Context: an optimization exercise on an open-source flow, tuned for small area. The choices shown serve that exercise and are no tape-out recipe.
Function was checked by simulation only, so behaviour that the tests miss may differ from the original.
The flow treats the clock pin as an ideal source. Dropping or thinning the clock tree relies on that and would not hold on a real chip.
No activity file was given, so power comes from the tool's default toggle rates.

the baseline:
==> flow/design.v <==
module spi_master #(
  parameter SLAVES  = 4,    
  parameter D_WIDTH = 16    
) (
  input  wire               clock,     
  input  wire               reset_n,   
  input  wire               enable,    
  input  wire               cpol,      
  input  wire               cpha,      
  input  wire               cont,      
  input  wire [7:0]         clk_div,   
  input  wire [7:0]         addr,      
  input  wire [D_WIDTH-1:0] tx_data,   
  input  wire               miso,      
  output reg                sclk,      
  output wire [SLAVES-1:0]  ss_n,      
  output reg                mosi,      
  output wire               mosi_oe,   
  output reg                busy,      
  output reg  [D_WIDTH-1:0] rx_data    
);
  reg                state;         
  reg                sel;           
  reg         [1:0]  slave;         
  reg         [7:0]  ratio;         
  reg         [7:0]  count;         
  reg         [5:0]  k;             
  reg                ph;            
  reg                continue_f;    
  reg  [D_WIDTH-1:0] rx_buffer;     
  reg  [D_WIDTH-1:0] tx_buffer;     
  reg                tx_done;       
  assign ss_n = sel ? ~(4'b0001 << slave) : 4'b1111;
  assign mosi_oe = sel & ~(ph & (k == 6'd1) & ~continue_f & ~tx_done);
  wire toggle = ~sel | ~|count[7:1];
  wire ad     = ~(ph ^ k[0]);                  
  wire is33   = k[5] & k[0];
  wire tx     = ad & ~k[5];
  wire rx     = ~ad;
  wire reload = cont & ~ad & (ph ? k[5] : &k[4:1]);
  wire fin    = is33 & ~cont;
  always @(posedge clock or negedge reset_n) begin
    if (!reset_n) begin
      busy    <= 1'b1;
      rx_data <= {D_WIDTH{1'b0}};
      state   <= 1'b0;
      sel     <= 1'b0;
    end else if (!state) begin
      busy    <= enable;
      state   <= enable;
      sel     <= 1'b0;
    end else begin
      sel <= 1'b1;
      busy <= 1'b1;
      if (toggle) begin
        if (continue_f)
          busy <= 1'b0;
        if (continue_f | fin)
          rx_data <= rx_buffer;
        if (fin) begin
          busy    <= 1'b0;
              state   <= 1'b0;
          sel     <= 1'b0;
        end
      end
    end
  end
  always @(posedge clock) begin
    count <= toggle ? ratio : count - 8'd1;
    if (!state) begin
      slave      <= (addr[7:2] == 6'd0) ? addr[1:0] : 2'd0;
      ratio      <= clk_div;
      ph         <= cpha;
      tx_buffer  <= tx_data;
      tx_done    <= 1'b0;
      k          <= 6'd0;
      continue_f <= 1'b0;
      if (enable & reset_n)
        sclk <= cpol;
    end else if (toggle) begin
      continue_f <= reload;
      if (reload)
        k <= {5'd0, ph};
      else if (is33)
        k <= 6'd0;
      else
        k <= k + 6'd1;
      if (sel & ~is33)
        sclk <= ~sclk;
      if (rx)
        rx_buffer <= {rx_buffer[D_WIDTH-2:0], miso};
      if (tx)
        mosi <= tx_buffer[~k[4:1]] & ~tx_done;
      if (k[5])
        tx_done <= 1'b1;
      if (reload) begin
        tx_buffer <= tx_data;
        tx_done   <= 1'b0;
      end
    end
  end
endmodule
==> flow/config.mk <==
export PLATFORM = sky130hd
export DESIGN_NAME = spi_master
export DESIGN_NICKNAME = spi_master
export VERILOG_FILES = /design/flow/design.v
export SDC_FILE = /design/flow/constraint.sdc
export NUM_CORES = 4
export LEC_CHECK = 0
export CAP_MARGIN = 0
export CORE_MARGIN = 2
export CORE_UTILIZATION = 60
export GPL_TIMING_DRIVEN = 0
export SLEW_MARGIN = 0
==> flow/constraint.sdc <==
create_clock -name core_clock -period 10.0 [get_ports {clock}]
set_input_delay 2.0000 -clock core_clock [delete_from_list [all_inputs] [get_ports {clock}]]
set_output_delay 2.0000 -clock core_clock [all_outputs]
set_load 0.01 [all_outputs]
standard.sh (not shown) runs the stock make flow with config.mk's settings and CLKGATE_MAP_FILE= SYNTH_SCRIPT=/design/flow/synth_recipe.tcl, a recipe that flattens the netlist after the stock synthesis.
==> flow/flow/run.sh <==
#!/bin/bash
# Standard ORFS layout (standard.sh) with these changes:
#  - ABC maps the logic with several area-oriented scripts and keeps the
#    smallest result (flow/synth_area.tcl); the registers are unchanged.
#  - port buffers are buf_1 cells.
#  - the resizer may only add small buffers (flow/dont_use.tcl, run before
#    each step that can buffer).
#  - the clock tree is built by hand (flow/clock_tree.tcl, in place of
#    TritonCTS): the clock port drives 4 clkbuf_8 cells, each feeding a
#    quarter of the flip-flops; after CTS a clock buffer whose flip-flops
#    would see a clock slew over 120 ps is upsized (flow/clock_fix.tcl).
# Each ORFS step logs to orfs/logs/; make's output goes to standard.log.
set -euo pipefail
here=$(pwd)
export AREA_ABC_SCRIPTS="$(ls $here/flow/abc*.abc | tr '\n' ' ')"
export FLOW_SYNTH_TCL=$here/synth_recipe.tcl
export BUFFER_PORTS_ARGS="-buffer_cell sky130_fd_sc_hd__buf_1"
for step in GLOBAL_PLACE RESIZE REPAIR_TIMING_POST_PLACE GLOBAL_ROUTE DETAIL_PLACE; do
  export PRE_${step}_TCL=$here/flow/dont_use.tcl
done
export PRE_CTS_TCL=$here/flow/clock_tree.tcl
export CLOCK_PORT_NET=clock
export CLOCK_TREE_LEAVES=4
export CLOCK_LEAF_CELL=sky130_fd_sc_hd__clkbuf_8
export CLOCK_ROOT_CELL=sky130_fd_sc_hd__clkbuf_4
export POST_CTS_TCL=$here/flow/clock_fix.tcl
export CLOCK_SLEW_TARGET_PS=120
sed "s#SYNTH_SCRIPT=[^ ]*#SYNTH_SCRIPT=$here/flow/synth_area.tcl#" standard.sh > standard_area.sh
grep -q "SYNTH_SCRIPT=$here/flow/synth_area.tcl" standard_area.sh
bash standard_area.sh > standard.log 2>&1
Other scripts of this flow, unchanged in this note and not shown: flow/flow/abc1.abc, flow/flow/abc2.abc, flow/flow/abc3.abc, flow/flow/abc4.abc, flow/flow/abc5.abc, flow/flow/abc6.abc, flow/flow/clock_fix.tcl, flow/flow/clock_tree.tcl, flow/flow/dont_use.tcl, flow/flow/synth_area.tcl
diff inputs: the baseline => the candidate
--- a/flow/design.v
+++ b/flow/design.v
@@ -17,7 +17,7 @@
   output reg                mosi,      
   output wire               mosi_oe,   
   output reg                busy,      
-  output reg  [D_WIDTH-1:0] rx_data    
+  output wire [D_WIDTH-1:0] rx_data    
 );
   reg                state;         
   reg                sel;           
@@ -27,9 +27,12 @@
   reg         [5:0]  k;             
   reg                ph;            
   reg                continue_f;    
-  reg  [D_WIDTH-1:0] rx_buffer;     
+  reg  [D_WIDTH-1:0] rx_buffer_n;   
+  reg  [D_WIDTH-1:0] rx_word_n;     
+  reg                rx_none;       
   reg  [D_WIDTH-1:0] tx_buffer;     
   reg                tx_done;       
+  assign rx_data = ~rx_word_n & {D_WIDTH{~rx_none}};
   assign ss_n = sel ? ~(4'b0001 << slave) : 4'b1111;
   assign mosi_oe = sel & ~(ph & (k == 6'd1) & ~continue_f & ~tx_done);
   wire toggle = ~sel | ~|count[7:1];
@@ -42,7 +45,7 @@
   always @(posedge clock or negedge reset_n) begin
     if (!reset_n) begin
       busy    <= 1'b1;
-      rx_data <= {D_WIDTH{1'b0}};
+      rx_none <= 1'b1;
       state   <= 1'b0;
       sel     <= 1'b0;
     end else if (!state) begin
@@ -56,7 +59,7 @@
         if (continue_f)
           busy <= 1'b0;
         if (continue_f | fin)
-          rx_data <= rx_buffer;
+          rx_none <= 1'b0;
         if (fin) begin
           busy    <= 1'b0;
               state   <= 1'b0;
@@ -79,6 +82,8 @@
         sclk <= cpol;
     end else if (toggle) begin
       continue_f <= reload;
+      if (continue_f | fin)
+        rx_word_n <= rx_buffer_n;
       if (reload)
         k <= {5'd0, ph};
       else if (is33)
@@ -88,7 +93,7 @@
       if (sel & ~is33)
         sclk <= ~sclk;
       if (rx)
-        rx_buffer <= {rx_buffer[D_WIDTH-2:0], miso};
+        rx_buffer_n <= {rx_buffer_n[D_WIDTH-2:0], ~miso};
       if (tx)
         mosi <= tx_buffer[~k[4:1]] & ~tx_done;
       if (k[5])
Results
- The candidate reached the end of the flow, and the finished layout is clean on the timing, design-rule and antenna checks.
- Taking the baseline as the reference, in the candidate combinational group share of total power went down 4.4 points, combined global-route utilization of all metal layers saw an increase, final area shows a reduction of 0.37%, relative slew slack +12 points.
- Peak per-stage delay on the critical path: the baseline vs the candidate — no meaningful difference
- Compared with the baseline, the candidate shows final wirelength higher by about 1.6%.
- [compare] base=the baseline new=the candidate: mean routed wirelength per cell went up, power consumption shows a reduction of 0.000052 W.
- Synthesized-area fraction occupied by and/or/nand/nor cells (the candidate over the baseline): increase, 2.2 points
- Of the candidate and the baseline, the candidate shows the higher final critical-path required period, with the baseline below it.
No run of this note takes its clock network from TritonCTS; it comes from the design's own scripts or RTL.

-- static timing again, ports no longer ideal --
Ports are ideal in the flow. The routed layouts listed here were re-timed in OpenROAD.
Step 1: set_driving_cell puts a clkbuf_16 on clock and a buf_2 on each other input, an assumption about the parent block.
Step 2 moves the port delays by t, midway between the first and last clock arrival at a register: inputs arrive t later, outputs are due t later. That takes back most of the time a late clock gives input paths.
a / b / c = ideal / step 1 / step 2; a / b = the first two.
run | t (ns) | slack for setup (ns) | slew at the worst register clock pin (ns) | pins driven straight from the clock port
the baseline | 0.216 | 6.594 / 6.541 / 6.404 | 0.11 / 0.11 | 4
the candidate | 0.218 | 6.569 / 6.512 / 6.574 | 0.11 / 0.11 | 4
After both steps every run listed still meets setup and hold. For the baseline, which loses most, drivers alone change the setup slack by -0.053 ns; drivers and shift together by -0.190 ns.
